Background: an optimization exercise with open tools, aiming at small area. Do not read the settings as production practice.
Function was checked by simulation only, so behaviour that the tests miss may differ from the original.
In runs 6 and 7 the design's own scripts or RTL, not TritonCTS, make the clock network.
No driver is modelled on the clock port, so clock power and skew are understated where the tree is cut down; a real chip needs a root buffer or a tree.
Power figures rest on the tool's default switching activity, not on a simulated workload.

==> flow/design.v <==
`timescale 1ns / 1ps
module divFreq(clk, rst, clk_out, tick);
input clk;
input rst;
output reg clk_out;
output tick;
parameter freq = 100000000;
parameter freq_out = 30;
localparam max_count = freq/(2*freq_out);
reg [$clog2(max_count+1)-1:0] count;
assign tick = (count == max_count) && !clk_out;
always @(posedge clk) begin
	if (rst) begin
		count <= 0;
		clk_out <= 1'b0;
	end else if (count == max_count) begin
		clk_out <= ~clk_out;
		count <= 0;
	end else
		count <= count + 1'b1;
end
endmodule
`timescale 1ns / 1ps
module rom_module(clk, rst, data, enable, sel, selec);
input clk;
input rst;
input [1:0] sel;
input selec;
output [8:0] data;
output enable;
wire tick;
divFreq #(.freq(240), .freq_out(30)) d1(clk, rst, enable, tick);
reg started;
always @(posedge clk)
	if (rst) started <= 1'b0;
	else if (tick) started <= 1'b1;
reg [5:0] aA;
reg [4:0] cA;
wire zA = (cA == 5'd0);
always @(posedge clk) begin
	if (rst) begin
		aA <= 6'd21; cA <= 5'd0;
	end else if (tick) begin
		if (zA) begin
			if (aA == 6'd3) aA <= 6'd21;
			else cA <= 5'd1;
		end else if (cA == 5'd30) begin
			aA <= aA - 6'd16; cA <= 5'd0;
		end else begin
			aA <= aA + 1'b1; cA <= {cA[3:0], ~(cA[4] ^ cA[2])};
		end
	end
end
reg [5:0] aB;
reg [4:0] cB;
wire zB = (cB == 5'd0);
always @(posedge clk) begin
	if (rst) begin
		aB <= 6'd21; cB <= 5'd0;
	end else if (tick) begin
		if (zB) begin
			if (aB == 6'd61) aB <= 6'd21;
			else cB <= 5'd1;
		end else if (cB == 5'd30) begin
			aB <= aB - 6'd16; cB <= 5'd0;
		end else begin
			aB <= aB + 1'b1; cB <= {cB[3:0], ~(cB[4] ^ cB[2])};
		end
	end
end
wire nB = (sel == 2'b01);
wire [5:0] ma = nB ? aB : aA;
wire mz = nB ? zB : zA;
wire m0 = (ma == 6'd21);
reg [8:0] mq;
always @* begin
	case (ma)
		6'd21: mq = 9'h038;
		6'd22: mq = 9'h00E;
		6'd23: mq = 9'h001;
		6'd24: mq = 9'h120;
		6'd25: mq = 9'h120;
		6'd26: mq = 9'h120;
		6'd27: mq = 9'h120;
		6'd28: mq = 9'h120;
		6'd29: mq = 9'h120;
		6'd30: mq = 9'h120;
		6'd31: mq = 9'h120;
		6'd32: mq = 9'h150;
		6'd33: mq = 9'h172;
		6'd34: mq = 9'h169;
		6'd35: mq = 9'h16D;
		6'd36: mq = 9'h165;
		6'd37: mq = 9'h172;
		6'd38: mq = 9'h16F;
		6'd39: mq = 9'h120;
		6'd40: mq = 9'h153;
		6'd41: mq = 9'h165;
		6'd42: mq = 9'h167;
		6'd43: mq = 9'h175;
		6'd44: mq = 9'h16E;
		6'd45: mq = 9'h164;
		6'd46: mq = 9'h16F;
		6'd47: mq = 9'h120;
		6'd48: mq = 9'h154;
		6'd49: mq = 9'h165;
		6'd50: mq = 9'h172;
		6'd51: mq = 9'h163;
		6'd52: mq = 9'h165;
		6'd53: mq = 9'h172;
		6'd54: mq = 9'h16F;
		6'd55: mq = 9'h120;
		6'd56: mq = 9'h123;
		6'd57: mq = 9'h123;
		6'd58: mq = 9'h123;
		6'd59: mq = 9'h123;
		6'd60: mq = nB ? 9'h123 : 9'h120;
		6'd61: mq = 9'h120;
		6'd62: mq = 9'h120;
		6'd63: mq = 9'h120;
		6'd0: mq = 9'h120;
		6'd1: mq = 9'h120;
		6'd2: mq = 9'h120;
		6'd3: mq = 9'h120;
		6'd4: mq = nB ? 9'h120 : 9'h000;
		default: mq = 9'h000;
	endcase
end
wire [8:0] mword = mz ? (m0 ? 9'h120 : 9'h001) : mq;
reg [4:0] f1, f2, f3;
always @(posedge clk) begin
	if (rst) begin
		f1 <= 5'd17; f2 <= 5'd17; f3 <= 5'd17;
	end else if (tick) begin
		f1 <= (f1 == 5'd16) ? 5'd17 : {f1[3:0], ~(f1[4] ^ f1[2])};
		f2 <= (f2 == 5'd12) ? 5'd17 : {f2[3:0], ~(f2[4] ^ f2[2])};
		f3 <= (f3 == 5'd19) ? 5'd17 : {f3[3:0], ~(f3[4] ^ f3[2])};
	end
end
wire [4:0] fc = (sel == 2'b00) ? f1 : (sel == 2'b01) ? f2 : f3;
reg [8:0] fq;
always @* begin
	case (fc)
		5'd17: fq = 9'h001;
		5'd2: fq = 9'h038;
		5'd5: fq = 9'h00E;
		5'd10: fq = 9'h001;
		5'd21: fq = 9'h141;
		5'd11: fq = 9'h172;
		5'd23: fq = 9'h172;
		5'd15: fq = 9'h169;
		5'd30: fq = 9'h162;
		5'd29: fq = 9'h161;
		5'd27: fq = 9'h120;
		5'd22: fq = 9'h0C0;
		5'd13: fq = 9'h141;
		5'd26: fq = 9'h162;
		5'd20: fq = 9'h161;
		5'd9: fq = 9'h16A;
		5'd19: fq = 9'h16F;
		5'd6: fq = 9'h120;
		5'd12: fq = 9'h123;
		5'd24: fq = 9'h123;
		5'd16: fq = 9'h123;
		default: fq = 9'h000;
	endcase
end
assign data = started ? (selec ? fq : mword) : 9'h000;
endmodule
==> flow/flow/run.sh <==
#!/bin/bash
# Own layout flow: the standard layout (standard.sh) with three changes:
#  - synthesis maps the logic with a stronger area script for ABC
#    (flow/abc_area.script) in place of ORFS's abc_area.script;
#  - synthesis leaves half/full adders to ABC instead of extracting them
#    into fixed adder cells first;
#  - the port buffers are the smallest buffer, sky130_fd_sc_hd__buf_1;
#  - clock tree synthesis adds no dummy loads to balance the tree.
# Registers, their names and cells come from the standard synthesis; the
# rest of the layout is the standard flow. Each tool's full output is in
# orfs/logs/ and the whole run's output in flow_run.log.
set -euo pipefail
W=$(pwd)
cat > "$W/own_synth.tcl" <<EOT
proc abc {args} {
  set i [lsearch -exact \$args -script]
  if {\$i >= 0} { lset args [expr {\$i + 1}] {$W/flow/abc_area.script} }
  yosys abc {*}\$args
}
proc extract_fa {args} {}
source {$W/synth_recipe.tcl}
EOT
bash "$W/standard.sh" SYNTH_SCRIPT="$W/own_synth.tcl" \
  BUFFER_PORTS_ARGS="-buffer_cell sky130_fd_sc_hd__buf_1" \
  CTS_ARGS="-sink_clustering_enable -repair_clock_nets -dont_use_dummy_load" finish > "$W/flow_run.log" 2>&1
==> flow/flow/abc_area.script <==
strash
&get -n
&deepsyn -J 50 -T 1000
&put
dch -f
amap -F 4 -A 8
==> flow/standard.sh <==
#!/bin/bash
# synth_recipe.tcl (not shown) runs the flow's synth.tcl, then flattens the netlist and writes it again
# the make line also repeats each setting of config.mk as NAME=value (left out here)
make -C /OpenROAD-flow-scripts/flow DESIGN_CONFIG=/design/flow/config.mk WORK_HOME=/design/flow/orfs CLKGATE_MAP_FILE= SYNTH_SCRIPT=/design/flow/synth_recipe.tcl "${@:-finish}"
==> flow/config.mk <==
export PLATFORM = sky130hd
export DESIGN_NAME = rom_module
export DESIGN_NICKNAME = rom_module
export VERILOG_FILES = /design/flow/design.v
export SDC_FILE = /design/flow/constraint.sdc
export NUM_CORES = 4
export LEC_CHECK = 0
export ABC_AREA = 1
export CAP_MARGIN = 20
export CORE_MARGIN = 2
export CORE_UTILIZATION = 40
export GPL_TIMING_DRIVEN = 0
export SLEW_MARGIN = 20
==> flow/constraint.sdc <==
create_clock -name core_clock -period 8.0 [get_ports {clk}]
set_input_delay 1.6000 -clock core_clock [delete_from_list [all_inputs] [get_ports {clk}]]
set_output_delay 1.6000 -clock core_clock [all_outputs]
set_load 0.01 [all_outputs]
==> impl_metrics.csv, run 1 <==
group,metric,value,unit
sta,hold_slack,0.4230,ns
placed_design,io_buffers,14,
synth,synthCells,297,
floorplan,die_h,78.05,um
synth,synth_top_area_frac,0.3833,
floorplan,io_pins,15,
clock_tree,post-cts-setup-buffer-count,0,
route,vias,2227,
sta,report.final.slew_viol_count,0,
synth,mappedNetlistArea,0.002193,mm2
clock_tree,clk_pin_slew_worst_paths,0.07,ns
floorplan,core_area,0.005205,mm2
floorplan,start_util,0.4214,
cells_and_area,drive_gt1_frac,0.01582,
power_and_ir_drop,leakage,0.7553,nW
placed_design,place_congestion,0.9224,
placed_design,dp_cells,381,
clock_tree,clk_path_buf_depth,2,
route,wl_per_cell,13.32,um
sta,fin_crit_sh,0.8906,
power_and_ir_drop,p_per_area,207.1,mW/mm2
grt,grt_pass1_wl,8576,um
grt,use_met3,0.02874,
grt,grtUsageMet1,0.2361,
synth,synth_seq_cells,42,
sta,hold_viol_final,0,
clock_tree,tritoncts,"yes",
sta,fin_crit,7.125,ns
synth,yosysSeqAreaShare,0.3833,
job,drv_cap,0,
sta,setup_viol,0,
cells_and_area,n_fill_cell,558,
floorplan,rows,26,
setup_path,crit_type,"input pin to output port",
grt,grt_busiest_layer,"met2",
sta,slew_headroom,0.4314,
setup_path,endpoint,"data[2]",
route,detail-route-antenna-nets,0,
clock_tree,cts-buffers-inserted,5,
setup_path,crit_required,6.40,ns
route,drt_iter0_markers,139,
cells_and_area,layoutNonFillerInstCount,386,
synth,synth.largest_area_cell,"dfxtp_1",
grt,grt_max_degree,21,
setup_path,r2r_start,"d1.count[0]",
clock_tree,insertion_delay,0.28,ns
synth,synth-main-ff-cell,"dfxtp_1",
clock_tree,h-tree-depth,2,
grt,grt-ovfl-total,0,
synth,avgSynthCellArea,7.385,um2
synth,synth_warnings,2,
setup_path,cp-start-kind,"input pin",
setup_path,arrival,5.52,ns
sta,fmax,140.4,MHz
synth,syn_nets,302,
route,dr.pass1.iters,5,
clock_tree,cts_sinks,42,
run_status,status,"no timing/DRC/antenna violations",
cells_and_area,fin_nets,323,
grt,antenna_found_initial,0,
grt,grtUsageMet2,0.2707,
synth,synthArstFlopShare,0,
power_and_ir_drop,fin_total_pwr,0.4974,mW
cells_and_area,diodes,0,
route,drcViolationCount,0,
sta,final.setup.tns,0,ns
cells_and_area,area_delta_synth_final,9.526,%
sta,worstMarginPinSlew,0.8511,ns
setup_path,crit_start,"sel[1]",
synth,synth_area_leaders,"dfxtp_1 38%, clkinv_1 9.8%, nor2_1 8.0%, o22ai_1 7.1%, o21ai_0 3.9%",
grt,grt_pass1_vias,1918,
sta,grt_setup_unrepaired,"false",
clock_tree,clockRootBuffer,"clkbuf_8",
synth,ys_types,37,
route,viasPerCell,5.769,
sta,fin_skew,0.01182,ns
clock_tree,post_cts_resized,0,
synth,synth-edff-count,0,
floorplan,chipWidth,78.05,um
setup_path,rr_worst_depth,12,
hold_path,worstHoldPathType,"register to register",
grt,grt_usage,0.1707,
setup_path,crit_path_end_kind,"output port",
floorplan,die_area,0.006092,mm2
power_and_ir_drop,max-vdd-ir-drop,0.1222,mV
setup_path,cp_max_fo,13,
placed_design,dpl.hpwl,3961,um
setup_path,r2r_end,"aB[5]",
clock_tree,cts_hold_buf,0,
route,wl,5140,um
setup_path,reg2reg_slack,5.63,ns
==> logic make-up after synthesis <==
kind of cell,Yosys count,synth area share
buffers and inverters,57,0.09755
DFF,42,0.3833
and+or+nand+nor,96,0.1997
AOI/OAI and AO/OA,102,0.3195
==> critical path, stage by stage <==
cell      delay [ns]
buf_1           0.15
nor2b_1         0.69
clkinv_1        0.46
o22ai_1         0.47
nor2_1          0.17
nor2_1          0.21
a32oi_1         0.08
nor2_1          0.22
or2_0           0.17
o311a_1         0.23
nor4_1          0.09
nor4_1          0.50
a21oi_1         0.14
o21ai_0         0.16
buf_1           0.17
==> report_power, final <==
part | total, mW | internal, mW | leakage (nW) | switching [mW]
Sequential | 0.249 | 0.234 | 0.340 | 0.0148
Clock | 0.119 | 0.0562 | 0.0359 | 0.0626
Combinational | 0.129 | 0.0411 | 0.379 | 0.0884
Total | 0.497 | 0.332 | 0.755 | 0.166
==> placed cells by master (no fill, tap or decap), drive strengths merged, types with 6 or more instances in the layout <==
cell    netlist  routed
nor3         11      11
clkinv       57      57
a22oi         7       7
nand4         6       6
buf           0      14
nand3         9       9
a222oi        6       6
o22ai        25      25
nor2         47      47
o21ai        17      17
a21oi        11      11
dfxtp        42      42
o211ai        6       6
nand2         9       9
==> sequential cells by signal (all words and copies together), names as in the netlist, 3 cells and up <==
register  count
cB            5
d1.count      3
aB            6
f3            5
f1            5
aA            6
cA            5
f2            5
==> final cells by class <==
| class | instances | area [um2] | area share |
|---|---|---|---|
| Clock buffer | 5 | 68.82 | 0.02865 |
| Inverter | 57 | 214.0 | 0.08906 |
| Multi-Input combinational cell | 198 | 1139 | 0.4740 |
| Sequential cell | 42 | 840.8 | 0.3500 |
| Tap cell | 70 | 87.58 | 0.03646 |
| Timing Repair Buffer | 14 | 52.55 | 0.02188 |
==> per-stage QoR <==
step / setup slack [ns] / area (um2) / utilization
final: 0.8754 / 2402 / 0.4615
after global routing: 0.3989 / 2402 / 0.4615
after CTS: 0.9613 / 2402 / 0.4615
after detailed placement: 0.9666 / 2333 / 0.4483
after global placement: 1.053 / 2333 / 0.4483
after floorplan: 1.883 / 2193 / -
==> cells in the mapped netlist, types with 2 or more instances <==
| cell | n |
|---|---|
| o2111ai_1 | 2 |
| and2_0 | 2 |
| nor2b_1 | 3 |
| nand2_1 | 9 |
| o221ai_1 | 4 |
| a22oi_1 | 7 |
| o41ai_1 | 2 |
| nand3_1 | 9 |
| nor3_1 | 11 |
| nand4_1 | 6 |
| a31oi_1 | 5 |
| or3_1 | 2 |
| nor2_1 | 47 |
| dfxtp_1 | 42 |
| or2_0 | 2 |
| o21ai_0 | 17 |
| a21oi_1 | 11 |
| nor4_1 | 3 |
| o22ai_1 | 25 |
| clkinv_1 | 57 |
| a211oi_1 | 5 |
| a222oi_1 | 6 |
| o211ai_1 | 6 |
==> layer usage <==
| metal | wire length [um] | vias to the layer above |
|---|---|---|
| met5 | 0 | - |
| met1 | 2583 | 1000 |
| met2 | 2275 | 68 |
| met3 | 250 | 4 |
| met4 | 31 | 0 |
| li1 | - | 1155 |
==> how the worst min path moves through the flow <==
stage                           start     endpoint  slack, ns  cells past startpoint
after floorplan           d1.count[0]  d1.count[0]       0.40                      1
after global placement    d1.count[0]  d1.count[0]       0.41                      1
after detailed placement  d1.count[0]  d1.count[0]       0.41                      1
after CTS                 d1.count[0]  d1.count[0]       0.42                      1
after global routing      d1.count[0]  d1.count[0]       0.44                      1
final                     d1.count[0]  d1.count[0]       0.42                      1
==> inputs of run 2 (changes only) <==
--- a/flow/flow/run.sh
+++ b/flow/flow/run.sh
@@ -1,4 +1,4 @@
 #!/bin/bash
-# Own layout flow: the standard layout (standard.sh) with three changes:
+# Own layout flow: the standard layout (standard.sh) with these changes:
 #  - synthesis maps the logic with a stronger area script for ABC
 #    (flow/abc_area.script) in place of ORFS's abc_area.script;
==> run 2 against run 1 <==
  * Utilization is the same
  * Combinational power is essentially flat
  * Total power is the same
  * Sequential cell count is the same
  * Worst setup slack is the same
  * Critical endpoint unchanged
  * Highest routed layer unchanged
==> impl_metrics.csv, run 2 <==
group,metric,value,unit
run_status,status,"no timing/DRC/antenna violations",
route,wl_per_cell,13.32,um
grt,grt_usage,0.1707,
setup_path,cp_max_fo,13,
synth,syn_nets,302,
job,drv_cap,0,
placed_design,io_buffers,14,
setup_path,crit_type,"input pin to output port",
cells_and_area,diodes,0,
sta,setup_viol,0,
clock_tree,post-cts-setup-buffer-count,0,
clock_tree,tritoncts,"yes",
synth,yosysSeqAreaShare,0.3833,
sta,final.setup.tns,0,ns
placed_design,dpl.hpwl,3961,um
placed_design,place_congestion,0.9224,
cells_and_area,layoutNonFillerInstCount,386,
clock_tree,post_cts_resized,0,
cells_and_area,ff_latch_area,840.8,um2
setup_path,cp-start-kind,"input pin",
floorplan,start_util,0.4214,
floorplan,die_h,78.05,um
grt,grt_max_degree,21,
route,viasPerCell,5.769,
cells_and_area,final_cell_mix,"57 x clkinv_1, 47 x nor2_1, 42 x dfxtp_1, 25 x o22ai_1, 17 x o21ai_0",
synth,ys_types,37,
floorplan,die_area,0.006092,mm2
route,drcViolationCount,0,
clock_tree,cts-buffers-inserted,5,
sta,report.final.slew_viol_count,0,
synth,synthCells,297,
clock_tree,clockRootBuffer,"clkbuf_8",
grt,antenna_found_initial,0,
synth,mappedNetlistArea,0.002193,mm2
cells_and_area,fin_nets,323,
cells_and_area,area_delta_synth_final,9.526,%
route,dr.pass1.iters,5,
cells_and_area,n_fill_cell,558,
synth,synth_area_leaders,"dfxtp_1 38%, clkinv_1 9.8%, nor2_1 8.0%, o22ai_1 7.1%, o21ai_0 3.9%",
floorplan,core_area,0.005205,mm2
clock_tree,cts_hold_buf,0,
synth,yosysMostFrequentCell,"clkinv_1",
synth,synth-edff-count,0,
synth,synth_seq_cells,42,
grt,grt_pass1_vias,1918,
cells_and_area,final_common_cell,"clkinv_1",
sta,worstMarginPinSlew,0.8511,ns
power_and_ir_drop,leakage,0.7553,nW
synth,ys_top_cells_by_count,"57 x clkinv_1, 47 x nor2_1, 42 x dfxtp_1",
sta,hold_slack,0.4230,ns
synth,avgSynthCellArea,7.385,um2
synth,synthArstFlopShare,0,
clock_tree,clk_path_buf_depth,2,
cells_and_area,fin_util,0.4615,
setup_path,crit_required,6.40,ns
synth,synth-main-ff-cell,"dfxtp_1",
sta,fmax,140.4,MHz
floorplan,rows,26,
route,wl,5140,um
sta,grt_setup_unrepaired,"false",
synth,synth.largest_area_cell,"dfxtp_1",
cells_and_area,multi_input_area,0.001139,mm2
clock_tree,cts_sinks,42,
setup_path,crit_path_end_kind,"output port",
power_and_ir_drop,max-vdd-ir-drop,0.1222,mV
synth,synth_warnings,2,
placed_design,dp_cells,381,
route,detail-route-antenna-nets,0,
floorplan,chipWidth,78.05,um
floorplan,io_pins,15,
sta,fin_crit,7.125,ns
grt,grt-ovfl-total,0,
route,vias,2227,
sta,hold_viol_final,0,
clock_tree,insertion_delay,0.28,ns
sta,fin_skew,0.01182,ns
sta,slew_headroom,0.4314,
synth,synth_top_area_frac,0.3833,
cells_and_area,drive_gt1_frac,0.01582,
setup_path,arrival,5.52,ns
cells_and_area,top_regs,"aA x6, aB x6",
power_and_ir_drop,p_per_area,207.1,mW/mm2
sta,fin_ws,0.8754,ns
clock_tree,clk_pin_slew_worst_paths,0.07,ns
grt,grt_pass1_wl,8576,um
clock_tree,h-tree-depth,2,
sta,fin_crit_sh,0.8906,
route,drt_iter0_markers,139,
hold_path,worstHoldPathType,"register to register",
placed_design,post-place-ws,0.9666,ns
==> run 2: cell counts in the layout (fill, tap and decap cells not counted) <==
Identical to the previous run, type by type.
==> run 2: final timing paths <==
path	to	slack, ns	from	cells after the start
setup / recovery	data[2]	0.88	sel[1]	15
hold / removal	d1.count[0]	0.42	d1.count[0]	1
setup reg to reg	aB[5]	5.63	d1.count[0]	12
hold reg to reg	d1.count[0]	0.42	d1.count[0]	1
==> run 2: metrics by stage <==
step	cell area [um2]	total power, mW
after CTS	2402	0.5018
after global placement	2333	0.3823
after floorplan	2193	0.3492
after global routing	2402	0.5286
after detailed placement	2333	0.3825
final	2402	0.4974
==> run 2: area by class of cell <==
cell class	instances	area share
inverter	57	0.08906
tap	70	0.03646
multi-input combinational	198	0.4740
clock buffer	5	0.02865
timing repair buffer	14	0.02188
sequential	42	0.3500
==> run 2: critical path, cell delays in order <==
cell and delay, ns:
buf_1 0.15, nor2b_1 0.69, clkinv_1 0.46, o22ai_1 0.47
nor2_1 0.17, nor2_1 0.21, a32oi_1 0.08, nor2_1 0.22
or2_0 0.17, o311a_1 0.23, nor4_1 0.09, nor4_1 0.50
a21oi_1 0.14, o21ai_0 0.16, buf_1 0.17
==> run 2: where the power goes <==
| part | switching (mW) | internal [mW] |
|---|---|---|
| Clock | 0.0626 | 0.0562 |
| Sequential | 0.0148 | 0.234 |
| Combinational | 0.0884 | 0.0411 |
==> run 2: logic make-up (layout without fill, tap and decap cells) <==
group	Yosys count	after routing	synth area share
AO/OA/AOI/OAI	102	102	0.3195
buffers and inverters	57	76	0.09755
flip-flops	42	42	0.3833
AND/OR/NAND/NOR	96	96	0.1997
==> run 2: layer usage <==
metal	vias to the layer above	GRT usage	wire (um)
met5	-	0	0
met4	0	0.05789	31
met3	4	0.02874	250
met2	68	0.2707	2275
met1	1000	0.2361	2583
li1	1155	-	-
==> inputs of run 3 (changes only) <==
--- a/flow/design.v
+++ b/flow/design.v
@@ -40,8 +40,8 @@
 always @(posedge clk) begin
 	if (rst) begin
-		aA <= 6'd21; cA <= 5'd0;
+		aA <= 6'd12; cA <= 5'd0;
 	end else if (tick) begin
 		if (zA) begin
-			if (aA == 6'd3) aA <= 6'd21;
+			if (aA == 6'd58) aA <= 6'd12;
 			else cA <= 5'd1;
 		end else if (cA == 5'd30) begin
@@ -57,8 +57,8 @@
 always @(posedge clk) begin
 	if (rst) begin
-		aB <= 6'd21; cB <= 5'd0;
+		aB <= 6'd12; cB <= 5'd0;
 	end else if (tick) begin
 		if (zB) begin
-			if (aB == 6'd61) aB <= 6'd21;
+			if (aB == 6'd52) aB <= 6'd12;
 			else cB <= 5'd1;
 		end else if (cB == 5'd30) begin
@@ -72,56 +72,56 @@
 wire [5:0] ma = nB ? aB : aA;
 wire mz = nB ? zB : zA;
-wire m0 = (ma == 6'd21);
+wire m0 = (ma == 6'd12);
 reg [8:0] mq;
 always @* begin
 	case (ma)
-		6'd21: mq = 9'h038;
-		6'd22: mq = 9'h00E;
-		6'd23: mq = 9'h001;
-		6'd24: mq = 9'h120;
-		6'd25: mq = 9'h120;
-		6'd26: mq = 9'h120;
-		6'd27: mq = 9'h120;
-		6'd28: mq = 9'h120;
-		6'd29: mq = 9'h120;
+		6'd12: mq = 9'h038;
+		6'd13: mq = 9'h00E;
+		6'd14: mq = 9'h001;
+		6'd15: mq = 9'h120;
+		6'd16: mq = 9'h120;
+		6'd17: mq = 9'h120;
+		6'd18: mq = 9'h120;
+		6'd19: mq = 9'h120;
+		6'd20: mq = 9'h120;
+		6'd21: mq = 9'h120;
+		6'd22: mq = 9'h120;
+		6'd23: mq = 9'h150;
+		6'd24: mq = 9'h172;
+		6'd25: mq = 9'h169;
+		6'd26: mq = 9'h16D;
+		6'd27: mq = 9'h165;
+		6'd28: mq = 9'h172;
+		6'd29: mq = 9'h16F;
 		6'd30: mq = 9'h120;
-		6'd31: mq = 9'h120;
-		6'd32: mq = 9'h150;
-		6'd33: mq = 9'h172;
-		6'd34: mq = 9'h169;
-		6'd35: mq = 9'h16D;
-		6'd36: mq = 9'h165;
-		6'd37: mq = 9'h172;
-		6'd38: mq = 9'h16F;
-		6'd39: mq = 9'h120;
-		6'd40: mq = 9'h153;
-		6'd41: mq = 9'h165;
-		6'd42: mq = 9'h167;
-		6'd43: mq = 9'h175;
-		6'd44: mq = 9'h16E;
-		6'd45: mq = 9'h164;
-		6'd46: mq = 9'h16F;
-		6'd47: mq = 9'h120;
-		6'd48: mq = 9'h154;
-		6'd49: mq = 9'h165;
-		6'd50: mq = 9'h172;
-		6'd51: mq = 9'h163;
-		6'd52: mq = 9'h165;
-		6'd53: mq = 9'h172;
-		6'd54: mq = 9'h16F;
+		6'd31: mq = 9'h153;
+		6'd32: mq = 9'h165;
+		6'd33: mq = 9'h167;
+		6'd34: mq = 9'h175;
+		6'd35: mq = 9'h16E;
+		6'd36: mq = 9'h164;
+		6'd37: mq = 9'h16F;
+		6'd38: mq = 9'h120;
+		6'd39: mq = 9'h154;
+		6'd40: mq = 9'h165;
+		6'd41: mq = 9'h172;
+		6'd42: mq = 9'h163;
+		6'd43: mq = 9'h165;
+		6'd44: mq = 9'h172;
+		6'd45: mq = 9'h16F;
+		6'd46: mq = 9'h120;
+		6'd47: mq = 9'h123;
+		6'd48: mq = 9'h123;
+		6'd49: mq = 9'h123;
+		6'd50: mq = 9'h123;
+		6'd51: mq = nB ? 9'h123 : 9'h120;
+		6'd52: mq = 9'h120;
+		6'd53: mq = 9'h120;
+		6'd54: mq = 9'h120;
 		6'd55: mq = 9'h120;
-		6'd56: mq = 9'h123;
-		6'd57: mq = 9'h123;
-		6'd58: mq = 9'h123;
-		6'd59: mq = 9'h123;
-		6'd60: mq = nB ? 9'h123 : 9'h120;
-		6'd61: mq = 9'h120;
-		6'd62: mq = 9'h120;
-		6'd63: mq = 9'h120;
-		6'd0: mq = 9'h120;
-		6'd1: mq = 9'h120;
-		6'd2: mq = 9'h120;
-		6'd3: mq = 9'h120;
-		6'd4: mq = nB ? 9'h120 : 9'h000;
+		6'd56: mq = 9'h120;
+		6'd57: mq = 9'h120;
+		6'd58: mq = 9'h120;
+		6'd59: mq = nB ? 9'h120 : 9'h000;
 		default: mq = 9'h000;
 	endcase
--- a/flow/flow/run.sh
+++ b/flow/flow/run.sh
@@ -23,3 +23,3 @@
 bash "$W/standard.sh" SYNTH_SCRIPT="$W/own_synth.tcl" \
   BUFFER_PORTS_ARGS="-buffer_cell sky130_fd_sc_hd__buf_1" \
-  CTS_ARGS="-sink_clustering_enable -repair_clock_nets -dont_use_dummy_load" finish > "$W/flow_run.log" 2>&1
+  CTS_ARGS="-repair_clock_nets -dont_use_dummy_load -root_buf sky130_fd_sc_hd__clkbuf_16 -buf_list sky130_fd_sc_hd__clkbuf_16" finish > "$W/flow_run.log" 2>&1
==> run 3 against run 2 <==
  * First-iteration DRC count down 11%
  * Wire length rose by 0.66%
  * Clock-buffer cell count stayed put
  * Sequential cell count did not move
  * Clock skew rose by 0.0024 ns
  * Highest routed layer unchanged
==> impl_metrics.csv, run 3 <==
group,metric,value,unit
run_status,status,"no timing/DRC/antenna violations",
placed_design,post-place-ws,0.6923,ns
sta,fin_crit_sh,0.9279,
grt,grt-ovfl-total,0,
synth,synthArstFlopShare,0,
cells_and_area,fin_util,0.4719,
synth,yosysSeqAreaShare,0.3864,
synth,synth.largest_area_cell,"dfxtp_1",
setup_path,arrival,5.82,ns
cells_and_area,drive_gt1_frac,0.01548,
setup_path,cp-start-kind,"input pin",
floorplan,io_pins,15,
floorplan,rows,26,
synth,synthCells,304,
clock_tree,h-tree-depth,2,
grt,grt_usage,0.1762,
cells_and_area,top_regs,"aA x6, aB x6",
clock_tree,insertion_delay,0.28,ns
job,drv_cap,0,
hold_path,worstHoldPathType,"register to register",
synth,mappedNetlistArea,0.002176,mm2
clock_tree,cts-buffers-inserted,5,
sta,grt_setup_unrepaired,"false",
floorplan,die_area,0.006046,mm2
route,drt_iter0_markers,124,
placed_design,dpl.hpwl,3933,um
sta,fin_crit,7.423,ns
route,dr.pass1.iters,4,
placed_design,io_buffers,14,
setup_path,crit_required,6.40,ns
synth,synth_top_area_frac,0.3864,
sta,slew_headroom,0.3736,
route,detail-route-antenna-nets,0,
power_and_ir_drop,p_per_area,226.1,mW/mm2
cells_and_area,final_common_cell,"clkinv_1",
setup_path,crit_path_end_kind,"output port",
synth,avgSynthCellArea,7.157,um2
synth,ys_top_cells_by_count,"60 x clkinv_1, 50 x nor2_1, 42 x dfxtp_1",
synth,yosysMostFrequentCell,"clkinv_1",
sta,fin_ws,0.5771,ns
route,wl,5174,um
setup_path,cp_max_fo,13,
setup_path,rr_worst_depth,7,
clock_tree,cts_sinks,42,
synth,synth-edff-count,0,
cells_and_area,fin_nets,330,
route,vias,2145,
sta,final.setup.tns,0,ns
route,viasPerCell,5.458,
cells_and_area,diodes,0,
clock_tree,cts_hold_buf,0,
route,drcViolationCount,0,
hold_path,holdPathStages,1,
placed_design,place_congestion,0.9116,
clock_tree,tritoncts,"yes",
clock_tree,clk_path_buf_depth,2,
clock_tree,clockRootBuffer,"clkbuf_16",
route,wl_per_cell,13.17,um
power_and_ir_drop,max-vdd-ir-drop,0.1189,mV
floorplan,start_util,0.4207,
sta,hold_slack,0.4314,ns
floorplan,core_area,0.005172,mm2
grt,grt_pass1_vias,1910,
sta,report.final.slew_viol_count,0,
sta,fmax,134.7,MHz
synth,syn_nets,309,
setup_path,crit_type,"input pin to output port",
clock_tree,post-cts-setup-buffer-count,0,
clock_tree,clk_pin_slew_worst_paths,0.05,ns
synth,synth_area_leaders,"dfxtp_1 39%, clkinv_1 10%, nor2_1 8.6%, o22ai_1 8.3%, o21ai_0 6.0%",
grt,grt_pass1_wl,8638,um
floorplan,chipWidth,77.76,um
synth,ys_types,28,
cells_and_area,final_cell_mix,"60 x clkinv_1, 50 x nor2_1, 42 x dfxtp_1, 29 x o22ai_1, 26 x o21ai_0",
power_and_ir_drop,leakage,0.7719,nW
grt,grt_max_degree,24,
sta,setup_viol,0,
sta,fin_skew,0.01427,ns
sta,hold_viol_final,0,
clock_tree,post_cts_resized,0,
sta,worstMarginPinSlew,0.9396,ns
floorplan,die_h,77.76,um
grt,antenna_found_initial,0,
synth,synth_warnings,2,
synth,synth_seq_cells,42,
synth,synth-main-ff-cell,"dfxtp_1",
cells_and_area,area_delta_synth_final,12.19,%
-- run 3: path summary, 6_finish.rpt --
check               from          end  slack (ns)
min          d1.count[0]  d1.count[0]        0.43
min reg2reg  d1.count[0]  d1.count[0]        0.43
max reg2reg  d1.count[0]        f1[3]        5.50
max               sel[1]      data[0]        0.58
-- run 3: kinds of logic (layout without fill, tap and decap cells) --
kind of cell / after synthesis / after routing / synth area share
AO/OA/AOI/OAI: 108 / 108 / 0.3255
flip-flops: 42 / 42 / 0.3864
buffers and inverters: 60 / 79 / 0.1035
AND/OR/NAND/NOR: 94 / 94 / 0.1846
-- run 3: routing by layer --
metal / share of wire / routed length [um] / GRT usage
met5: 0 / 0 / 0
met4: 0.0087 / 45 / 0.05179
met3: 0.041 / 211 / 0.03488
met2: 0.44 / 2263 / 0.2853
met1: 0.51 / 2653 / 0.2370
-- run 3: report_power, final --
part | switching, mW | internal [mW]
Clock | 0.0707 | 0.110
Combinational | 0.0776 | 0.0390
Sequential | 0.0199 | 0.235
Total | 0.168 | 0.384
-- run 3: layout make-up --
cell class	instances	area, um2
repair buffers	14	52.55
well taps	70	87.58
fillers	525	2731
multi-input cells	202	1110
clock buffers	5	125.1
inverters	60	225.2
flip-flops and latches	42	840.8
-- run 3: critical path, cell delays in order --
cell and delay [ns]:
buf_1 0.15, nor2b_1 0.72, clkinv_1 0.47, o22ai_1 0.43, nor2_1 0.13, a211oi_1 0.27
o21ai_0 0.20, nor2_1 0.16, nor2_1 0.07, o21ai_0 0.40, o211ai_1 0.19, nor2_1 0.17
o22ai_1 0.13, o2111a_1 0.26, o41ai_1 0.26, buf_1 0.19
-- run 3: stage by stage --
step | power, mW | instance area (um2) | std cells
after global routing | 0.5884 | 2441 | 393
after CTS | 0.5564 | 2441 | 393
after floorplan | 0.3424 | 2176 | 304
after global placement | 0.3739 | 2316 | 388
final | 0.5520 | 2441 | 393
after detailed placement | 0.3745 | 2316 | 388
==> inputs of run 4 (changes only) <==
--- a/flow/flow/run.sh
+++ b/flow/flow/run.sh
@@ -23,3 +23,3 @@
 bash "$W/standard.sh" SYNTH_SCRIPT="$W/own_synth.tcl" \
   BUFFER_PORTS_ARGS="-buffer_cell sky130_fd_sc_hd__buf_1" \
-  CTS_ARGS="-repair_clock_nets -dont_use_dummy_load -root_buf sky130_fd_sc_hd__clkbuf_16 -buf_list sky130_fd_sc_hd__clkbuf_16" finish > "$W/flow_run.log" 2>&1
+  CTS_ARGS="-sink_clustering_enable -repair_clock_nets -dont_use_dummy_load" finish > "$W/flow_run.log" 2>&1
==> run 4 against run 3 <==
  * Still clean
  * Synthesized cell count stayed put
  * Via count rose by 0.98%
  * Non-clock buffer count stayed put
  * Clock skew grew 0.0033 ns
  * Critical path type unchanged
==> impl_metrics.csv, run 4 <==
group,metric,value,unit
sta,worstMarginPinSlew,0.9391,ns
cells_and_area,diodes,0,
hold_path,hp-start,"d1.count[0]",
setup_path,arrival,5.84,ns
synth,synth_warnings,2,
setup_path,cp-start-kind,"input pin",
sta,setup_viol,0,
sta,report.final.slew_viol_count,0,
grt,grtUsageMet1,0.2367,
grt,grt_max_degree,24,
cells_and_area,final_common_cell,"clkinv_1",
route,detail-route-antenna-nets,0,
setup_path,crit_required,6.40,ns
synth,synth_top_area_frac,0.3864,
synth,synth_seq_cells,42,
synth,avgSynthCellArea,7.157,um2
sta,slew_headroom,0.3739,
clock_tree,insertion_delay,0.30,ns
route,dr.pass1.iters,4,
setup_path,crit_path_max_incr_delay,0.73,ns
placed_design,io_buffers,14,
synth,ys_top_cells_by_count,"60 x clkinv_1, 50 x nor2_1, 42 x dfxtp_1",
sta,fin_crit,7.442,ns
run_status,status,"no timing/DRC/antenna violations",
synth,ys_types,28,
setup_path,crit_path_end_kind,"output port",
clock_tree,clockRootBuffer,"clkbuf_8",
synth,yosysSeqAreaShare,0.3864,
setup_path,cp_max_fo,13,
sta,hold_viol_final,0,
clock_tree,clk_path_buf_depth,2,
clock_tree,h-tree-depth,2,
route,wl,5129,um
hold_path,worstHoldPathType,"register to register",
power_and_ir_drop,p_per_area,206.8,mW/mm2
synth,synth.largest_area_cell,"dfxtp_1",
sta,final.setup.tns,0,ns
hold_path,holdPathStages,1,
clock_tree,clk_pin_slew_worst_paths,0.07,ns
job,drv_cap,0,
setup_path,crit_top_cell,"nor2_1",
grt,grt_busiest_layer,"met2",
clock_tree,tritoncts,"yes",
placed_design,place_congestion,0.9116,
cells_and_area,area_delta_synth_final,9.603,%
synth,yosysMostFrequentCell,"clkinv_1",
clock_tree,post_cts_resized,0,
synth,mappedNetlistArea,0.002176,mm2
synth,synth-main-ff-cell,"dfxtp_1",
route,drt_iter0_markers,135,
cells_and_area,final_area,0.002385,mm2
cells_and_area,fin_util,0.4611,
setup_path,rr_worst_depth,7,
cells_and_area,top_regs,"aA x6, aB x6",
setup_path,worstPathCellList,"buf_1, nor2b_1, clkinv_1, o22ai_1, nor2_1, a211oi_1, o21ai_0, nor2_1, nor2_1, o21ai_0, o211ai_1, nor2_1, o22ai_1, o2111a_1, o41ai_1, buf_1",
route,viasPerCell,5.511,
setup_path,crit_slowest_cell,"nor2b_1",
synth,synthArstFlopShare,0,
placed_design,dpl.hpwl,3933,um
route,wl_per_cell,13.05,um
floorplan,rows,26,
sta,fmax,134.4,MHz
grt,grt_pass1_wl,8487,um
cells_and_area,fin_nets,330,
power_and_ir_drop,fin_total_pwr,0.4933,mW
clock_tree,cts-buffers-inserted,5,
floorplan,start_util,0.4207,
grt,grt_pass1_vias,1882,
grt,antenna_found_initial,0,
clock_tree,cts_sinks,42,
synth,synthCells,304,
setup_path,crit_type,"input pin to output port",
route,vias,2166,
placed_design,dp_cells,388,
grt,use_met3,0.03488,
grt,grt_usage,0.1741,
clock_tree,post-cts-setup-buffer-count,0,
grt,grt-ovfl-total,0,
floorplan,chipWidth,77.76,um
sta,fin_skew,0.01762,ns
route,drcViolationCount,0,
placed_design,placed_cell_area,0.002316,mm2
synth,syn_nets,309,
power_and_ir_drop,leakage,0.7463,nW
cells_and_area,final_cell_mix,"60 x clkinv_1, 50 x nor2_1, 42 x dfxtp_1, 29 x o22ai_1, 26 x o21ai_0",
setup_path,r2r_start,"d1.count[0]",
floorplan,io_pins,15,
sta,fin_crit_sh,0.9303,
floorplan,die_area,0.006046,mm2
floorplan,die_h,77.76,um
setup_path,crit_start,"sel[1]",
cells_and_area,layoutNonFillerInstCount,393,
cells_and_area,drive_gt1_frac,0.01548,
sta,grt_setup_unrepaired,"false",
clock_tree,cts_hold_buf,0,
grt,grtUsageMet2,0.2750,
floorplan,core_area,0.005172,mm2
synth,synth_area_leaders,"dfxtp_1 39%, clkinv_1 10%, nor2_1 8.6%, o22ai_1 8.3%, o21ai_0 6.0%",
synth,synth-edff-count,0,
power_and_ir_drop,max-vdd-ir-drop,0.08150,mV
==> run 4: cell type report <==
type | instances | area [um2]
repair buffers | 14 | 52.55
well taps | 70 | 87.58
clock buffers | 5 | 68.82
inverters | 60 | 225.2
multi-input cells | 202 | 1110
fillers | 537 | 2788
flip-flops and latches | 42 | 840.8
==> run 4: metal layers <==
metal	vias up	routed length (um)
met5	-	0
met4	0	50
met3	9	257
met2	48	2193
met1	954	2627
li1	1155	-
==> run 4: path summary, 6_finish.rpt <==
kind / slack, ns / end
worst max-delay path: 0.56 / data[0]
worst min-delay path: 0.43 / d1.count[0]
worst max register to register: 5.50 / f1[3]
worst min register to register: 0.43 / d1.count[0]
==> run 4: cells by family after synthesis <==
family,Yosys count,synth area share
AO/OA/AOI/OAI,108,0.3255
AND/OR/NAND/NOR,94,0.1846
buffers and inverters,60,0.1035
flip-flops,42,0.3864
==> run 4: worst max-delay path, delay by kind of cell <==
kind,cells,cell delay (ns)
simple gates,5,1.25
buf+inv,3,0.81
compound gates,8,2.15
==> run 4: power breakdown <==
| part | switching, mW | internal [mW] | total [mW] |
|---|---|---|---|
| sequential | 0.0198 | 0.234 | 0.254 |
| clock | 0.0661 | 0.0563 | 0.122 |
| combinational | 0.0777 | 0.0390 | 0.117 |
| total | 0.164 | 0.330 | 0.493 |
==> run 4: through the flow <==
stage	hold slack, ns	worst slack [ns]
after global routing	0.4613	0.05670
after global placement	0.4144	0.6474
after floorplan	0.4006	1.562
after detailed placement	0.4198	0.6923
final	0.4342	0.5575
after CTS	0.4316	0.6710
==> inputs of run 5 (changes only) <==
--- a/flow/flow/run.sh
+++ b/flow/flow/run.sh
@@ -23,3 +23,3 @@
 bash "$W/standard.sh" SYNTH_SCRIPT="$W/own_synth.tcl" \
   BUFFER_PORTS_ARGS="-buffer_cell sky130_fd_sc_hd__buf_1" \
-  CTS_ARGS="-sink_clustering_enable -repair_clock_nets -dont_use_dummy_load" finish > "$W/flow_run.log" 2>&1
+  CTS_ARGS="-sink_clustering_enable -repair_clock_nets -dont_use_dummy_load -root_buf sky130_fd_sc_hd__clkbuf_16 -buf_list sky130_fd_sc_hd__clkbuf_16 -sink_clustering_size 50 -sink_clustering_max_diameter 500" finish > "$W/flow_run.log" 2>&1
==> run 5 against run 4 <==
  * Hold slack worse by 0.0028 ns
  * Sequential cell count stayed put
  * Critical path depth stayed put
  * Critical path type unchanged
==> impl_metrics.csv, run 5 <==
group,metric,value,unit
cells_and_area,fin_util,0.4719,
floorplan,chipWidth,77.76,um
power_and_ir_drop,switching_share,0.3047,
synth,yosysMostFrequentCell,"clkinv_1",
cells_and_area,diodes,0,
sta,hold_slack,0.4314,ns
run_status,status,"no timing/DRC/antenna violations",
floorplan,die_area,0.006046,mm2
placed_design,place_congestion,0.9116,
sta,slew_headroom,0.3736,
sta,fin_crit_sh,0.9279,
sta,hold_viol_final,0,
power_and_ir_drop,seqPwrFrac,0.461,
synth,synth_top_area_frac,0.3864,
route,drt_iter0_markers,124,
synth,synth.largest_area_cell,"dfxtp_1",
hold_path,hold_path_end,"d1.count[0]",
setup_path,crit_start,"sel[1]",
synth,avgSynthCellArea,7.157,um2
floorplan,io_pins,15,
power_and_ir_drop,combinationalPowerShare,0.211,
placed_design,post-place-ws,0.6923,ns
floorplan,core_area,0.005172,mm2
placed_design,dp_cells,388,
setup_path,r2r_start,"d1.count[0]",
power_and_ir_drop,p_sw,0.1682,mW
clock_tree,post_cts_resized,0,
cells_and_area,final_area,0.002441,mm2
sta,fin_crit,7.423,ns
clock_tree,cts_sinks,42,
grt,antenna_found_initial,0,
placed_design,dpl.hpwl,3933,um
grt,grt_usage,0.1762,
power_and_ir_drop,p_per_area,226.1,mW/mm2
cells_and_area,fin_nets,330,
placed_design,placed_cell_area,0.002316,mm2
setup_path,rr_worst_depth,7,
clock_tree,post-cts-setup-buffer-count,0,
synth,synth_seq_cells,42,
synth,syn_nets,309,
power_and_ir_drop,leakage,0.7719,nW
floorplan,rows,26,
route,detail-route-antenna-nets,0,
grt,grt-ovfl-total,0,
synth,synthCells,304,
floorplan,die_h,77.76,um
grt,grt_pass1_wl,8638,um
power_and_ir_drop,fin_total_pwr,0.5520,mW
sta,final.setup.tns,0,ns
route,dr.pass1.iters,4,
clock_tree,insertion_delay,0.28,ns
route,wl_per_cell,13.17,um
cells_and_area,layoutNonFillerInstCount,393,
clock_tree,h-tree-depth,2,
synth,synth_area_leaders,"dfxtp_1 39%, clkinv_1 10%, nor2_1 8.6%, o22ai_1 8.3%, o21ai_0 6.0%",
synth,synthArstFlopShare,0,
cells_and_area,n_fill_cell,525,
clock_tree,clk_pin_slew_worst_paths,0.05,ns
setup_path,reg2reg_slack,5.50,ns
sta,setup_viol,0,
job,drv_cap,0,
synth,ys_top_cells_by_count,"60 x clkinv_1, 50 x nor2_1, 42 x dfxtp_1",
cells_and_area,final_common_cell,"clkinv_1",
hold_path,worstHoldPathType,"register to register",
clock_tree,tritoncts,"yes",
grt,grt_max_degree,24,
cells_and_area,area_delta_synth_final,12.19,%
grt,grt_pass1_vias,1910,
setup_path,crit_path_end_kind,"output port",
cells_and_area,multi_input_area,0.001110,mm2
clock_tree,clk_path_buf_depth,2,
setup_path,arrival,5.82,ns
setup_path,crit_required,6.40,ns
sta,fin_ws,0.5771,ns
route,wl,5174,um
clock_tree,cts_hold_buf,0,
synth,synth_warnings,2,
setup_path,cp_max_fo,13,
power_and_ir_drop,max-vdd-ir-drop,0.1189,mV
route,viasPerCell,5.458,
setup_path,crit_type,"input pin to output port",
setup_path,r2r_end,"f1[3]",
clock_tree,clockRootBuffer,"clkbuf_16",
sta,grt_setup_unrepaired,"false",
synth,synth-edff-count,0,
route,drcViolationCount,0,
cells_and_area,final_cell_mix,"60 x clkinv_1, 50 x nor2_1, 42 x dfxtp_1, 29 x o22ai_1, 26 x o21ai_0",
sta,worstMarginPinSlew,0.9396,ns
placed_design,io_buffers,14,
route,vias,2145,
floorplan,start_util,0.4207,
synth,synth-main-ff-cell,"dfxtp_1",
synth,yosysSeqAreaShare,0.3864,
cells_and_area,top_regs,"aA x6, aB x6",
clock_tree,cts-buffers-inserted,5,
setup_path,cp-start-kind,"input pin",
synth,ys_types,28,
sta,report.final.slew_viol_count,0,
hold_path,holdPathStages,1,
power_and_ir_drop,p_int,0.3838,mW
sta,fin_skew,0.01427,ns
synth,mappedNetlistArea,0.002176,mm2
cells_and_area,drive_gt1_frac,0.01548,
cells_and_area,ff_latch_area,840.8,um2
sta,fmax,134.7,MHz
power_and_ir_drop,p_clk_frac,0.327,
hold_path,hp-start,"d1.count[0]",
==> run 5: how the worst max path moves through the flow <==
| stage | endpoint | slack, ns | cells past startpoint |
|---|---|---|---|
| finish | data[0] | 0.58 | 16 |
| global route | data[0] | 0.06 | 16 |
| CTS | data[0] | 0.67 | 16 |
| detailed placement | data[0] | 0.69 | 16 |
| global placement | data[0] | 0.65 | 16 |
| floorplan | data[0] | 1.56 | 14 |
==> run 5: worst max-delay path: stages <==
cell and delay [ns]:
buf_1 0.15, nor2b_1 0.72, clkinv_1 0.47, o22ai_1 0.43
nor2_1 0.13, a211oi_1 0.27, o21ai_0 0.20, nor2_1 0.16
nor2_1 0.07, o21ai_0 0.40, o211ai_1 0.19, nor2_1 0.17
o22ai_1 0.13, o2111a_1 0.26, o41ai_1 0.26, buf_1 0.19
==> run 5: area by class of cell <==
type / count / share of cell area
tap: 70 / 0.03588
sequential: 42 / 0.3444
inverter: 60 / 0.09226
timing repair buffer: 14 / 0.02153
clock buffer: 5 / 0.05126
multi-input combinational: 202 / 0.4546
==> run 5: metal layers <==
metal | wire (um) | share of wire | up-vias | track usage
li1 | - | - | 1148 | -
met1 | 2653 | 0.51 | 943 | 0.2370
met2 | 2263 | 0.44 | 48 | 0.2853
met3 | 211 | 0.041 | 6 | 0.03488
met4 | 45 | 0.0087 | 0 | 0.05179
met5 | 0 | 0 | - | 0
==> run 5: power groups by stage <==
| stage | clock network (mW) | registers, mW | logic, mW |
|---|---|---|---|
| CTS | 0.185 | 0.254 | 0.117 |
| floorplan | 0 | 0.254 | 0.0885 |
| global placement | 0 | 0.258 | 0.116 |
| detailed placement | 0 | 0.258 | 0.116 |
| finish | 0.181 | 0.255 | 0.117 |
| global route | 0.196 | 0.258 | 0.134 |
==> run 5: logic make-up after synthesis <==
group           count (synthesis)  synth area share
buf+inv                        60            0.1035
simple gates                   94            0.1846
flops                          42            0.3864
compound gates                108            0.3255
==> inputs of run 6 (changes only) <==
--- a/flow/flow/run.sh
+++ b/flow/flow/run.sh
@@ -6,5 +6,6 @@
 #    into fixed adder cells first;
 #  - the port buffers are the smallest buffer, sky130_fd_sc_hd__buf_1;
-#  - clock tree synthesis adds no dummy loads to balance the tree.
+#  - clock tree synthesis adds no dummy loads to balance the tree, and
+#    flow/post_cts.tcl then replaces its small tree by one clock buffer.
 # Registers, their names and cells come from the standard synthesis; the
 # rest of the layout is the standard flow. Each tool's full output is in
@@ -23,3 +24,5 @@
 bash "$W/standard.sh" SYNTH_SCRIPT="$W/own_synth.tcl" \
   BUFFER_PORTS_ARGS="-buffer_cell sky130_fd_sc_hd__buf_1" \
-  CTS_ARGS="-sink_clustering_enable -repair_clock_nets -dont_use_dummy_load -root_buf sky130_fd_sc_hd__clkbuf_16 -buf_list sky130_fd_sc_hd__clkbuf_16 -sink_clustering_size 50 -sink_clustering_max_diameter 500" finish > "$W/flow_run.log" 2>&1
+  CTS_ARGS="-sink_clustering_enable -repair_clock_nets -dont_use_dummy_load" \
+  POST_CTS_TCL="$W/flow/post_cts.tcl" FLOW_CLOCK_PORT=clk FLOW_CLOCK_GROUPS=3 \
+  FLOW_CLOCK_BUF=sky130_fd_sc_hd__clkbuf_8 finish > "$W/flow_run.log" 2>&1
==> flow/flow/post_cts.tcl (new file) <==
# Runs at the end of the CTS step (ORFS POST_CTS_TCL hook), before the step
# writes its database. The design has only a few dozen flip-flops, so the
# two-level tree TritonCTS builds (a root buffer and four leaf buffers) is
# replaced by one level: the flip-flops are split into FLOW_CLOCK_GROUPS
# equal groups by x position, and each group gets its own clock buffer,
# placed at the group's centre and driven by the clock port. Every
# flip-flop is then one buffer from the clock port, each buffer driving the
# same number of flip-flops.
set block [ord::get_db_block]
set db [ord::get_db]
set clk_net [$block findNet $::env(FLOW_CLOCK_PORT)]
set groups $::env(FLOW_CLOCK_GROUPS)

set sinks {}
foreach inst [$block getInsts] {
  if { ![[$inst getMaster] isSequential] } { continue }
  set it [$inst findITerm CLK]
  if { $it == "NULL" } { continue }
  set box [$inst getBBox]
  lappend sinks [list [expr { ([$box xMin] + [$box xMax]) / 2 }] \
    [expr { ([$box yMin] + [$box yMax]) / 2 }] $it]
}
set sinks [lsort -integer -index 0 $sinks]
set n [llength $sinks]
puts "post_cts: $n clock sinks in $groups groups"

# remove the CTS buffers and their nets
set old_nets {}
foreach inst [$block getInsts] {
  set m [[$inst getMaster] getName]
  if { [string match "clkbuf_*" [$inst getName]] && [string match "sky130_fd_sc_hd__clkbuf_*" $m] } {
    foreach it [$inst getITerms] {
      set net [$it getNet]
      if { $net != "NULL" && [$net getName] != [$clk_net getName] } { lappend old_nets $net }
      $it disconnect
    }
    puts "post_cts: removing [$inst getName] ($m)"
    odb::dbInst_destroy $inst
  }
}
foreach net [lsort -unique $old_nets] {
  foreach it [$net getITerms] { $it disconnect }
  odb::dbNet_destroy $net
}

set master [$db findMaster $::env(FLOW_CLOCK_BUF)]
for { set g 0 } { $g < $groups } { incr g } {
  set lo [expr { ($g * $n) / $groups }]
  set hi [expr { (($g + 1) * $n) / $groups - 1 }]
  set buf [odb::dbInst_create $block $master clkbuf_0_${g}_clk]
  set net [odb::dbNet_create $block clknet_0_${g}_clk]
  $net setSigType CLOCK
  [$buf findITerm A] connect $clk_net
  [$buf findITerm X] connect $net
  set sx 0
  set sy 0
  foreach s [lrange $sinks $lo $hi] {
    lassign $s x y it
    $it disconnect
    $it connect $net
    set sx [expr { $sx + $x }]
    set sy [expr { $sy + $y }]
  }
  set k [expr { $hi - $lo + 1 }]
  $buf setLocation [expr { $sx / $k }] [expr { $sy / $k }]
  $buf setPlacementStatus PLACED
  puts "post_cts: [$buf getName] drives $k flip-flops"
}

detailed_placement
check_placement -verbose
estimate_parasitics -placement
report_clock_skew
report_check_types -max_slew -max_capacitance
==> run 6 against run 5 <==
  * Wire length down 0.64%
  * Clock skew down 0.0074 ns
  * Still clean
  * Sequential share of layout area up 1.2 points
  * Final area down 3.4%
  * First-iteration DRC count up 4.8%
  * Register-to-register slack about the same
  * Sequential cell count unchanged
  * Synthesized cell count unchanged
  * Highest routed layer unchanged
  * Clock power down 51%
  * Critical path depth unchanged
  * Die area unchanged
==> impl_metrics.csv, run 6 <==
group,metric,value,unit
synth,synth-edff-count,0,
synth,synth_seq_cells,42,
route,vias,2164,
placed_design,io_buffers,14,
cells_and_area,n_fill_cell,541,
grt,antenna_found_initial,0,
route,drcViolationCount,0,
setup_path,cp_max_fo,13,
placed_design,dpl.hpwl,3933,um
synth,synth_top_area_frac,0.3864,
synth,ys_top_cells_by_count,"60 x clkinv_1, 50 x nor2_1, 42 x dfxtp_1",
cells_and_area,final_cell_mix,"60 x clkinv_1, 50 x nor2_1, 42 x dfxtp_1, 29 x o22ai_1, 26 x o21ai_0",
run_status,status,"no timing/DRC/antenna violations",
sta,fin_crit,7.464,ns
setup_path,crit_required,6.40,ns
hold_path,hp-start,"d1.count[0]",
sta,fin_ws,0.5357,ns
synth,yosysMostFrequentCell,"clkinv_1",
route,detail-route-antenna-nets,0,
cells_and_area,fin_util,0.4557,
route,wl_per_cell,13.15,um
setup_path,crit_type,"input pin to output port",
sta,fin_skew,0.006912,ns
setup_path,rr_worst_depth,7,
sta,fin_crit_sh,0.9330,
floorplan,die_area,0.006046,mm2
floorplan,chipWidth,77.76,um
route,dr.pass1.iters,5,
sta,hold_viol_final,0,
setup_path,crit_slowest_cell,"nor2b_1",
synth,synth.largest_area_cell,"dfxtp_1",
grt,grt_pass1_vias,1855,
synth,ys_types,28,
floorplan,die_h,77.76,um
grt,grt_max_degree,24,
setup_path,cp-start-kind,"input pin",
power_and_ir_drop,fin_total_pwr,0.4594,mW
grt,grt_pass1_wl,8473,um
grt,grt_usage,0.1699,
route,wl,5141,um
sta,slew_headroom,0.3377,
cells_and_area,top_regs,"aA x6, aB x6",
route,drt_iter0_markers,130,
grt,grtUsageMet2,0.2905,
cells_and_area,multi_input_area,0.001110,mm2
power_and_ir_drop,p_per_area,194.9,mW/mm2
job,drv_cap,0,
grt,grt-ovfl-total,0,
sta,final.setup.tns,0,ns
cells_and_area,drive_gt1_frac,0.009346,
setup_path,crit_path_max_incr_delay,0.72,ns
setup_path,crit_top_cell,"nor2_1",
floorplan,start_util,0.4207,
grt,grtUsageMet1,0.2317,
floorplan,io_pins,15,
synth,synthCells,304,
power_and_ir_drop,max-vdd-ir-drop,0.1090,mV
hold_path,holdPathStages,1,
synth,synth-main-ff-cell,"dfxtp_1",
synth,syn_nets,309,
synth,synthArstFlopShare,0,
setup_path,r2r_end,"f1[3]",
setup_path,crit_path_end_kind,"output port",
cells_and_area,area_delta_synth_final,8.338,%
synth,synth_warnings,2,
setup_path,worstPathCellList,"buf_1, nor2b_1, clkinv_1, o22ai_1, nor2_1, a211oi_1, o21ai_0, nor2_1, nor2_1, o21ai_0, o211ai_1, nor2_1, o22ai_1, o2111a_1, o41ai_1, buf_1",
setup_path,reg2reg_slack,5.51,ns
sta,report.final.slew_viol_count,0,
synth,synth_area_leaders,"dfxtp_1 39%, clkinv_1 10%, nor2_1 8.6%, o22ai_1 8.3%, o21ai_0 6.0%",
cells_and_area,diodes,0,
sta,grt_setup_unrepaired,"false",
placed_design,post-place-ws,0.6923,ns
clock_tree,insertion_delay,0.15,ns
cells_and_area,final_common_cell,"clkinv_1",
sta,worstMarginPinSlew,0.9935,ns
floorplan,core_area,0.005172,mm2
clock_tree,clk_pin_slew_worst_paths,0.09,ns
route,viasPerCell,5.535,
sta,setup_viol,0,
power_and_ir_drop,leakage,0.7319,nW
placed_design,place_congestion,0.9116,
synth,mappedNetlistArea,0.002176,mm2
synth,yosysSeqAreaShare,0.3864,
clock_tree,cts_sinks,42,
cells_and_area,fin_nets,328,
hold_path,worstHoldPathType,"register to register",
grt,grt_busiest_layer,"met2",
hold_path,hold_path_end,"d1.count[0]",
cells_and_area,ff_latch_area,840.8,um2
sta,fmax,134.0,MHz
setup_path,r2r_start,"d1.count[0]",
floorplan,rows,26,
synth,avgSynthCellArea,7.157,um2
sta,hold_slack,0.4372,ns
grt,use_met3,0.02442,
setup_path,arrival,5.86,ns
-- run 6: critical path: cells and delay by family --
family,cells,cell delay [ns]
AND/OR/NAND/NOR,5,1.26
AO/OA/AOI/OAI,8,2.18
buffers and inverters,3,0.81
-- run 6: cell families after synthesis --
family	share of synthesized area
AND/OR/NAND/NOR	0.1846
flip-flops	0.3864
AO/OA/AOI/OAI	0.3255
buffers and inverters	0.1035
-- run 6: power breakdown --
part	switching, mW	internal (mW)	total [mW]	leakage [nW]
clock network	0.0538	0.0346	0.0884	0.0216
logic	0.0777	0.0390	0.117	0.370
registers	0.0201	0.234	0.254	0.340
-- run 6: worst max path at each step --
stage                 from      end
detailed placement  sel[1]  data[0]
finish              sel[1]  data[0]
global route        sel[1]  data[0]
global placement    sel[1]  data[0]
floorplan           sel[0]  data[0]
-- run 6: layer usage --
metal,up-vias,routed length (um),share of wire
met5,-,0,0
met4,0,28,0.0054
met3,4,210,0.041
met2,55,2311,0.45
met1,959,2590,0.50
li1,1146,-,-
-- run 6: cell type report --
| class | count | area share |
|---|---|---|
| multi-input cells | 202 | 0.4708 |
| well taps | 70 | 0.03716 |
| inverters | 60 | 0.09554 |
| repair buffers | 14 | 0.02229 |
| plain buffers | 3 | 0.01752 |
| flip-flops and latches | 42 | 0.3567 |
-- run 6: per-stage QoR --
step,cell area [um2],std cells
6_report,2357,391
5_1_grt,2357,391
3_5_place_dp,2316,388
3_3_place_gp,2316,388
2_1_floorplan,2176,304
==> inputs of run 7 (changes only) <==
--- a/flow/flow/run.sh
+++ b/flow/flow/run.sh
@@ -7,5 +7,6 @@
 #  - the port buffers are the smallest buffer, sky130_fd_sc_hd__buf_1;
 #  - clock tree synthesis adds no dummy loads to balance the tree, and
-#    flow/post_cts.tcl then replaces its small tree by one clock buffer.
+#    flow/post_cts.tcl then replaces its two-level tree by one level of
+#    three buffers, each driving a third of the flip-flops.
 # Registers, their names and cells come from the standard synthesis; the
 # rest of the layout is the standard flow. Each tool's full output is in
==> flow/flow/abc_area.script (replaced) <==
strash
&get -n
&deepsyn -J 50 -T 1000
&put
dch -f
amap -F 4 -A 8 -m
strash
dch -f
amap -F 4 -A 8 -m
==> run 7 against run 6 <==
  * Still clean on timing, DRC and antenna
  * Clock skew up 0.00088 ns
  * Synthesized cell count decreased by 0.33%
  * Sequential cell count is the same
  * Total power is 0.32% lower
  * Largest power group unchanged
  * Highest routed layer unchanged
==> impl_metrics.csv, run 7 <==
group,metric,value,unit
clock_tree,clk_pin_slew_worst_paths,0.08,ns
route,dr.pass1.iters,5,
sta,setup_viol,0,
synth,synth_top_family_by_area,"compound AO/OA/AOI/OAI gates",
sta,slew_headroom,0.3733,
power_and_ir_drop,max-vdd-ir-drop,0.1201,mV
sta,report.final.slew_viol_count,0,
grt,grt-ovfl-total,0,
sta,worstMarginPinSlew,0.9401,ns
sta,grt_setup_unrepaired,"false",
clock_tree,cts_sinks,42,
cells_and_area,final_cell_mix,"55 x nor2_1, 52 x clkinv_1, 42 x dfxtp_1, 28 x o22ai_1, 25 x o21ai_0",
synth,synth-edff-count,0,
floorplan,chipWidth,77.37,um
power_and_ir_drop,p_per_area,195.9,mW/mm2
synth,synth_area_leaders,"dfxtp_1 39%, nor2_1 9.6%, clkinv_1 9.1%, o22ai_1 8.1%, o21ai_0 5.8%",
grt,grt_usage,0.1778,
grt,grt_busiest_layer,"met2",
floorplan,start_util,0.4189,
route,detail-route-antenna-nets,0,
floorplan,rows,26,
setup_path,cp_max_fo,13,
synth,synth_seq_cells,42,
sta,fin_skew,0.007793,ns
synth,synthCells,303,
synth,mappedNetlistArea,0.002153,mm2
route,vias,2184,
route,drcViolationCount,0,
synth,synthXorXnorAreaFrac,0,
cells_and_area,layoutNonFillerInstCount,390,
sta,hold_viol_final,0,
sta,fin_crit_sh,0.9136,
grt,grt_pass1_vias,1951,
cells_and_area,fin_nets,327,
sta,final.setup.tns,0,ns
synth,ys_types,29,
setup_path,crit_path_end_kind,"output port",
power_and_ir_drop,leakage,0.7540,nW
grt,grtUsageMet1,0.2329,
placed_design,io_buffers,14,
sta,fin_crit,7.309,ns
cells_and_area,area_delta_synth_final,8.541,%
grt,grt_max_degree,26,
setup_path,arrival,5.71,ns
synth,synth-simple-area-share,0.2069,
cells_and_area,diodes,0,
grt,antenna_found_initial,0,
synth,syn_nets,308,
run_status,status,"no timing/DRC/antenna violations",
grt,grtUsageMet2,0.3017,
floorplan,io_pins,15,
grt,use_met3,0.02674,
cells_and_area,drive_gt1_frac,0.01250,
placed_design,dpl.hpwl,3898,um
synth,synth_warnings,2,
placed_design,placed_cell_area,0.002293,mm2
cells_and_area,final_common_cell,"nor2_1",
route,wl,5148,um
synth,ys_top_cells_by_count,"55 x nor2_1, 52 x clkinv_1, 42 x dfxtp_1",
setup_path,crit_required,6.40,ns
placed_design,dp_cells,387,
synth,synthAdderAreaFrac,0,
synth,synth_compound_area_frac,0.3120,
hold_path,worstHoldPathType,"register to register",
route,viasPerCell,5.600,
power_and_ir_drop,fin_total_pwr,0.4579,mW
grt,grt_pass1_wl,8783,um
synth,yosysSeqAreaShare,0.3905,
synth,synth_top_area_frac,0.3905,
route,wl_per_cell,13.20,um
sta,fmax,136.8,MHz
setup_path,crit_type,"input pin to output port",
cells_and_area,final_area,0.002337,mm2
synth,synth.largest_area_cell,"dfxtp_1",
clock_tree,insertion_delay,0.15,ns
placed_design,place_congestion,0.8211,
setup_path,cp-start-kind,"input pin",
synth,synthMuxAreaShare,0,
floorplan,core_area,0.005140,mm2
cells_and_area,top_regs,"aA x6, aB x6",
floorplan,die_area,0.005986,mm2
floorplan,die_h,77.37,um
synth,synthArstFlopShare,0,
job,drv_cap,0,
synth,avgSynthCellArea,7.107,um2
synth,yosysMostFrequentCell,"nor2_1",
synth,synth-main-ff-cell,"dfxtp_1",
route,drt_iter0_markers,125,
## run 7: layer usage
metal	vias to the layer above	share of wire	wire length, um
li1	1131	-	-
met1	998	0.49	2526
met2	49	0.46	2362
met3	6	0.036	183
met4	0	0.015	76
met5	-	0	0
## run 7: report_power, final
group / switching (mW) / internal (mW)
logic: 0.0787 / 0.0387
clock network: 0.0529 / 0.0346
registers: 0.0188 / 0.234
total: 0.150 / 0.308
## run 7: kinds of logic (layout without fill, tap and decap cells)
logic type             after synthesis  count (layout)
AOI/OAI and AO/OA                  104             104
and+or+nand+nor                    105             105
buffers and inverters               52              69
DFF                                 42              42
## run 7: critical path: stages
cell	delay, ns
buf_1	0.16
nor2b_2	0.47
clkinv_1	0.34
o22ai_1	0.39
clkinv_1	0.25
nand2_1	0.14
o21ai_0	0.11
o21bai_1	0.22
nor2_1	0.15
nor2_1	0.08
o21ai_0	0.23
clkinv_1	0.16
or3_1	0.39
o21a_1	0.12
o21ai_0	0.29
nor2_1	0.09
nor4_1	0.28
o31ai_1	0.10
buf_1	0.14
## run 7: through the flow
step	worst slack [ns]	hold WS (ns)	util
floorplan	1.512	0.4006	-
global placement	0.4583	0.4089	0.4462
detailed placement	0.4885	0.4109	0.4462
global route	0.3334	0.4674	0.4547
finish	0.6909	0.4203	0.4547
## run 7: layout make-up
cell class	instances	area [um2]
repair buffers	14	52.55
multi-input cells	209	1120
well taps	70	87.58
inverters	52	195.2
fillers	561	2803
flip-flops and latches	42	840.8
plain buffers	3	41.29
## run 7: final timing paths
kind,from,endpoint,slack [ns],cells past startpoint
hold / removal,d1.count[0],d1.count[0],0.42,1
hold reg to reg,d1.count[0],d1.count[0],0.42,1
setup reg to reg,d1.count[0],f1[0],5.61,7
setup / recovery,sel[1],data[0],0.69,19

## afterwards: timing with drivers on the ports
The results above use ideal ports. As a check the final layouts listed here were re-extracted and re-timed, cells and wires unchanged. Step 1: set_driving_cell puts a clkbuf_16 on clk and a buf_2 on each other input, an assumption about the parent block. Step 2 moves the port delays by t, midway between the first and last clock arrival at a register: inputs arrive t later, outputs are due t later. That takes back most of the time a late clock gives input paths. Slacks: no drivers / after step 1 / after step 2; pairs: no drivers / after step 1.
run | shift t [ns] | setup slack, ns | slew at the worst register clock pin (ns)
run 1 | 0.303 | 0.875 / 0.851 / 0.851 | 0.07 / 0.07
run 2 | 0.303 | 0.875 / 0.851 / 0.851 | 0.07 / 0.07
run 3 | 0.303 | 0.577 / 0.558 / 0.558 | 0.06 / 0.06
run 4 | 0.312 | 0.558 / 0.538 / 0.538 | 0.08 / 0.08
run 5 | 0.303 | 0.577 / 0.558 / 0.558 | 0.06 / 0.06
run 6 | 0.186 | 0.536 / 0.516 / 0.516 | 0.09 / 0.09
run 7 | 0.190 | 0.691 / 0.670 / 0.670 | 0.09 / 0.09
After both steps setup and hold are still met in every run listed.
